This is an optimization exercise on Yosys and OpenROAD, whose aim is small area, a short achievable clock period and few clock cycles, not a production implementation. RTL that was checked went through simulation tests only; none was proved equivalent to the original.

==> 02-17: inputs <==
// SNN
module SNN(
	clk,
	rst_n,
	in_valid,
	img,
	ker,
	weight,
	out_valid,
	out_data
);
==> flow/config.mk <==
export PLATFORM = sky130hd
export DESIGN_NAME = SNN
export DESIGN_NICKNAME = SNN
export VERILOG_FILES = /design/flow/design.v
export SDC_FILE = /design/flow/constraint.sdc
export NUM_CORES = 4
export LEC_CHECK = 0
export CAP_MARGIN = 20
export CORE_MARGIN = 2
export CORE_UTILIZATION = 40
export SLEW_MARGIN = 20
==> flow/constraint.sdc <==
create_clock -name core_clock -period 15.0 [get_ports {clk}]
set_input_delay 3.0000 -clock core_clock [delete_from_list [all_inputs] [get_ports {clk}]]
set_output_delay 3.0000 -clock core_clock [all_outputs]
set_load 0.01 [all_outputs]
run.sh (not shown) runs the stock make flow with config.mk's settings and CLKGATE_MAP_FILE= SYNTH_SCRIPT=/design/flow/synth_recipe.tcl, a recipe that flattens the netlist after the stock synthesis.
==> inputs of 06-27, as changes to 02-17 <==
--- a/flow/design.v
+++ b/flow/design.v
@@ -72,11 +72,13 @@
 reg        fa_a, fa_b, fa_cd, fb_cd;
 reg  [7:0] q3;
 reg  [7:0] mx [0:1];
 wire [7:0] nt2 = lb[9];
 wire [7:0] nm2 = lb[3];
-reg  [7:0] ua, um, kw0, kw1;
+reg  [7:0] ua, um;
+wire [7:0] kw0 = fa_a ? w[0] : k0;
+wire [7:0] kw1 = fa_a ? w[1] : k1;
 reg  [7:0] pbm, kw6, kw7;
 reg  [16:0] tm0a, tm0b, tm1a, tm1b, tm2a, tm2b;
 wire [16:0] tm0a_n, tm0b_n, tm1a_n, tm1b_n, tm2a_n, tm2b_n;
 reg [17:0] s1;
 reg [18:0] s2;
@@ -1484,12 +1486,10 @@
 wire a_next = a_cd || a_ab;
 always @(posedge clk) begin
 	pbm <= ({8{bq}} & qp[22:15]) | ({8{!bq}} & vr);
 	ua <= a_next ? (a_cd ? pool : mx[0]) : lb[9];
 	um <= a_next ? 8'd0 : lb[3];
-	kw0 <= a_next ? w[0] : k0;
-	kw1 <= a_next ? w[1] : k1;
 	kw6 <= fa_a ? w[2] : k6;
 	kw7 <= fa_a ? w[3] : k7;
 end
 reg  v5;
 always @(posedge clk or negedge rst_n) begin
==> flow/config.mk (replaced) <==
export PLATFORM = sky130hd
export DESIGN_NAME = SNN
export DESIGN_NICKNAME = SNN
export VERILOG_FILES = /design/flow/design.v
export SDC_FILE = /design/flow/constraint.sdc
export NUM_CORES = 4
export LEC_CHECK = 0
export CAP_MARGIN = 70
export CORE_MARGIN = 2
export CORE_UTILIZATION = 40
export SLEW_MARGIN = 85
==> inputs of 05-09, as changes to 02-17 <==
--- a/flow/design.v
+++ b/flow/design.v
@@ -72,11 +72,13 @@
 reg        fa_a, fa_b, fa_cd, fb_cd;
 reg  [7:0] q3;
 reg  [7:0] mx [0:1];
 wire [7:0] nt2 = lb[9];
 wire [7:0] nm2 = lb[3];
-reg  [7:0] ua, um, kw0, kw1;
+reg  [7:0] ua, um;
+wire [7:0] kw0 = fa_a ? w[0] : k0;
+wire [7:0] kw1 = fa_a ? w[1] : k1;
 reg  [7:0] pbm, kw6, kw7;
 reg  [16:0] tm0a, tm0b, tm1a, tm1b, tm2a, tm2b;
 wire [16:0] tm0a_n, tm0b_n, tm1a_n, tm1b_n, tm2a_n, tm2b_n;
 reg [17:0] s1;
 reg [18:0] s2;
@@ -1484,12 +1486,10 @@
 wire a_next = a_cd || a_ab;
 always @(posedge clk) begin
 	pbm <= ({8{bq}} & qp[22:15]) | ({8{!bq}} & vr);
 	ua <= a_next ? (a_cd ? pool : mx[0]) : lb[9];
 	um <= a_next ? 8'd0 : lb[3];
-	kw0 <= a_next ? w[0] : k0;
-	kw1 <= a_next ? w[1] : k1;
 	kw6 <= fa_a ? w[2] : k6;
 	kw7 <= fa_a ? w[3] : k7;
 end
 reg  v5;
 always @(posedge clk or negedge rst_n) begin
==> flow/flow/run.sh (new file) <==
#!/bin/bash
# The standard layout with one netlist pass between synthesis and floorplan:
# flow/invopt.py folds away the inverters that Yosys's full-adder extraction
# leaves between full adder cells (a full adder is self-dual, so adders are
# flipped to need fewer inverters). Registers and all other cells are kept.
# Each tool writes its full output to its own log in this folder.
set -euo pipefail
R=orfs/results/${FLOW_PLATFORM}/SNN/base
bash standard.sh synth > synth.log 2>&1
cp "$R/1_2_yosys.v" 1_2_yosys.before_invopt.v
python3 flow/invopt.py "$R/1_2_yosys.v" > invopt.log 2>&1
rm -f "$R/1_synth.odb" "$R/1_synth.sdc"
bash standard.sh > layout.log 2>&1
==> flow/flow/invopt.py (new file) <==
#!/usr/bin/env python3
"""Removes the inverters that Yosys's full-adder extraction leaves between
full adder cells. A full adder is self-dual (FA(~a,~b,~c) = ~FA(a,b,c) on
both outputs), so each full adder may be flipped: its inputs and outputs
change polarity. Flips are chosen by local search to minimise the number of
signals whose complement is needed; then every inverter is rebuilt, one per
signal that needs its complement. Registers and all other cells are kept.
usage: invopt.py netlist.v  (rewrites the file in place)"""
import re, sys

path = sys.argv[1]
src = open(path).read()
m = re.search(r'^(.*?\bmodule\s+\S+\s*\(.*?\);)(.*)(\bendmodule\b.*)$', src, re.S)
head, body, tail = m.group(1), m.group(2), m.group(3)

OUTS = {'X', 'Y', 'Q', 'Q_N', 'SUM', 'COUT', 'HI', 'LO'}
stmts = [s for s in body.split(';')]
decls, insts, others = [], [], []
inst_re = re.compile(r'^\s*(sky130_fd_sc_hd__\w+)\s+(\S+)\s*\((.*)\)\s*$', re.S)
pin_re = re.compile(r'\.(\w+)\s*\(\s*(.*?)\s*\)\s*(?:,|$)', re.S)
for s in stmts:
    t = re.sub(r'\(\*.*?\*\)', '', s).strip()
    if not t:
        continue
    mi = inst_re.match(t)
    if mi:
        pins = [(p, n.strip()) for p, n in pin_re.findall(mi.group(3))]
        insts.append([mi.group(1), mi.group(2), pins])
    elif re.match(r'^(input|output|inout|wire|reg)\b', t):
        decls.append(t)
    else:
        others.append(t)

# nets referenced outside cell pins (ports, assigns) stay as they are
port_nets = set()
for d in decls:
    if d.startswith('output') or d.startswith('input'):
        pass
fixed_text = ' '.join(others)

driver = {}
for idx, (typ, name, pins) in enumerate(insts):
    for p, n in pins:
        if p in OUTS:
            driver[n] = (idx, p)

def is_inv(idx):
    return insts[idx][0].startswith('sky130_fd_sc_hd__inv_')

out_ports = set()
for d in decls:
    mo = re.match(r'^output\s+(?:\[(\d+):(\d+)\]\s*)?(\S+)', d)
    if mo:
        if mo.group(1):
            for b in range(int(mo.group(2)), int(mo.group(1)) + 1):
                out_ports.add(f'{mo.group(3)}[{b}]')
        else:
            out_ports.add(mo.group(3))

def keep_inv(idx):
    y = dict(insts[idx][2])['Y']
    return y in out_ports or y in fixed_text

def root(n):
    """(root net, parity) following removable inverters"""
    par = 0
    seen = 0
    while n in driver and is_inv(driver[n][0]) and not keep_inv(driver[n][0]) and seen < 100:
        n = dict(insts[driver[n][0]][2])['A']
        par ^= 1
        seen += 1
    return n, par

# consumers: (inst idx, pin, root, parity)
cons = []
for idx, (typ, name, pins) in enumerate(insts):
    if is_inv(idx) and not keep_inv(idx):
        continue
    for p, n in pins:
        if p in OUTS:
            continue
        r, par = root(n)
        cons.append([idx, p, r, par])

fa = [i for i, (t, _, _) in enumerate(insts) if t.startswith('sky130_fd_sc_hd__fa_')]
fa_set = set(fa)
flip = {i: 0 for i in fa}

def drv_flip(r):
    d = driver.get(r)
    if d and d[0] in fa_set:
        return flip[d[0]]
    return 0

by_root = {}
for c in cons:
    by_root.setdefault(c[2], []).append(c)
def need_comp(r):
    f = drv_flip(r)
    for idx, p, rr, par in by_root[r]:
        e = par ^ f ^ (flip[idx] if idx in fa_set else 0)
        if e:
            return 1
    return 0
def cost_around(i):
    roots = set()
    for p, n in insts[i][2]:
        if p in OUTS:
            roots.add(n)
        else:
            roots.add(root(n)[0])
    return sum(need_comp(r) for r in roots if r in by_root), roots

before = sum(need_comp(r) for r in by_root)
improved = True
rounds = 0
while improved and rounds < 50:
    improved = False
    rounds += 1
    for i in fa:
        c0, roots = cost_around(i)
        flip[i] ^= 1
        c1 = sum(need_comp(r) for r in roots if r in by_root)
        if c1 < c0:
            improved = True
        else:
            flip[i] ^= 1
after = sum(need_comp(r) for r in by_root)

# rebuild: remove removable inverters, one new inverter per root needing its complement
comp_net = {}
new_insts = []
k = 0
for r in sorted(by_root):
    if need_comp(r):
        k += 1
        nn = f'_invopt_n{k}_'
        comp_net[r] = nn
        new_insts.append(['sky130_fd_sc_hd__inv_1', f'_invopt_{k}_', [('A', r), ('Y', nn)]])
newpins = {}
for idx, p, r, par in cons:
    e = par ^ drv_flip(r) ^ (flip[idx] if idx in fa_set else 0)
    newpins[(idx, p)] = comp_net[r] if e else r
out = []
for idx, (typ, name, pins) in enumerate(insts):
    if is_inv(idx) and not keep_inv(idx):
        continue
    ps = [(p, newpins.get((idx, p), n)) for p, n in pins]
    out.append([typ, name, ps])
out += new_insts

def net(n):
    return n + ' ' if n.startswith('\\') else n
lines = [head]
for d in decls:
    lines.append('  ' + d + ' ;')
for d in new_insts:
    lines.append(f'  wire {d[2][1][1]};')
for typ, name, ps in out:
    conn = ',\n    '.join(f'.{p}({net(n)})' for p, n in ps)
    lines.append(f'  {typ} {net(name)}(\n    {conn}\n  );')
for o in others:
    lines.append('  ' + o + ' ;')
lines.append(tail)
open(path, 'w').write('\n'.join(lines) + ('\n' if not tail.endswith('\n') else ''))
ninv = sum(1 for i in range(len(insts)) if is_inv(i))
print(f'invopt: {ninv} inverters before, {len(new_insts)} after '
      f'({sum(1 for i in range(len(insts)) if is_inv(i) and keep_inv(i))} kept on ports); '
      f'{sum(flip.values())} of {len(fa)} full adders flipped; {rounds} rounds')
==> flow/standard.sh (new file) <==
#!/bin/bash
# synth_recipe.tcl (not shown) runs the flow's synth.tcl, then flattens the netlist and writes it again
# the make line also repeats each setting of config.mk as NAME=value (left out here)
make -C /OpenROAD-flow-scripts/flow DESIGN_CONFIG=/design/flow/config.mk WORK_HOME=/design/flow/orfs CLKGATE_MAP_FILE= SYNTH_SCRIPT=/design/flow/synth_recipe.tcl "${@:-finish}"
removed: flow/run.sh
==> qor summary <==
	05-09	02-17	06-27
Run status	no timing/DRC/antenna violations	no timing/DRC/antenna violations	no timing/DRC/antenna violations
Nets@finish	3,898	4,511	4,662
Detailed-routed wire length on met2	40.6 mm	43.7 mm	43.4 mm
DP Cell Count	4,144	4,859	4,945
Hold endpoint	lb[1][3]	lb[3][7]	lb[9][5]
Number of antenna violations at the first check in global routing	6	2	8
Total routed wire length on the met1 layer	39.9 mm	44.4 mm	43.2 mm
Highest cell delay on the worst timing path	810 ps	640 ps	550 ps
Non-Clock Buffer Area Fraction	1.23%	1.08%	5.43%
Hold Crit Start	lb[0][3]	lb[2][7]	lb[8][5]
Met3 global-route usage	4.16%	3.05%	4.32%
Fraction of final layout cells with drive strength greater than 1	5.17%	4.31%	16.8%
Testbench counts of 06-27, summed over its fixed seeds: cycles 24,648.
Testbench counts of 05-09, summed over its fixed seeds: cycles 24,648.
The RTL of 02-17 was laid out without a check of its function.

## port drivers added, routing unchanged
The results above use ideal ports. As a check the final layouts listed here were re-extracted and re-timed, cells and wires unchanged. Step 1 sets driving cells, clkbuf_16 on the clock port and buf_2 on the other inputs (assumed; they add their load-dependent delay and slew). Step 2 times the ports against the registers' clock, not the clock port: input delays grow and output delays shrink by t, the midpoint of the rising clock arrivals with the driver on. Slacks: ideal / step 1 / step 2; pairs: ideal / step 1.
| run | shift t [ns] | setup WS [ns] | worst setup path at the end | pins driven straight from the clock port |
|---|---|---|---|---|
| 02-17 | 0.710 | 9.534 / 9.534 / 9.534 | register to register | 1 |
| 06-27 | 0.705 | 0.793 / 0.793 / 0.793 | register to register | 1 |
| 05-09 | 0.725 | 9.349 / 9.349 / 9.349 | register to register | 1 |
After both steps every run listed still meets setup and hold.
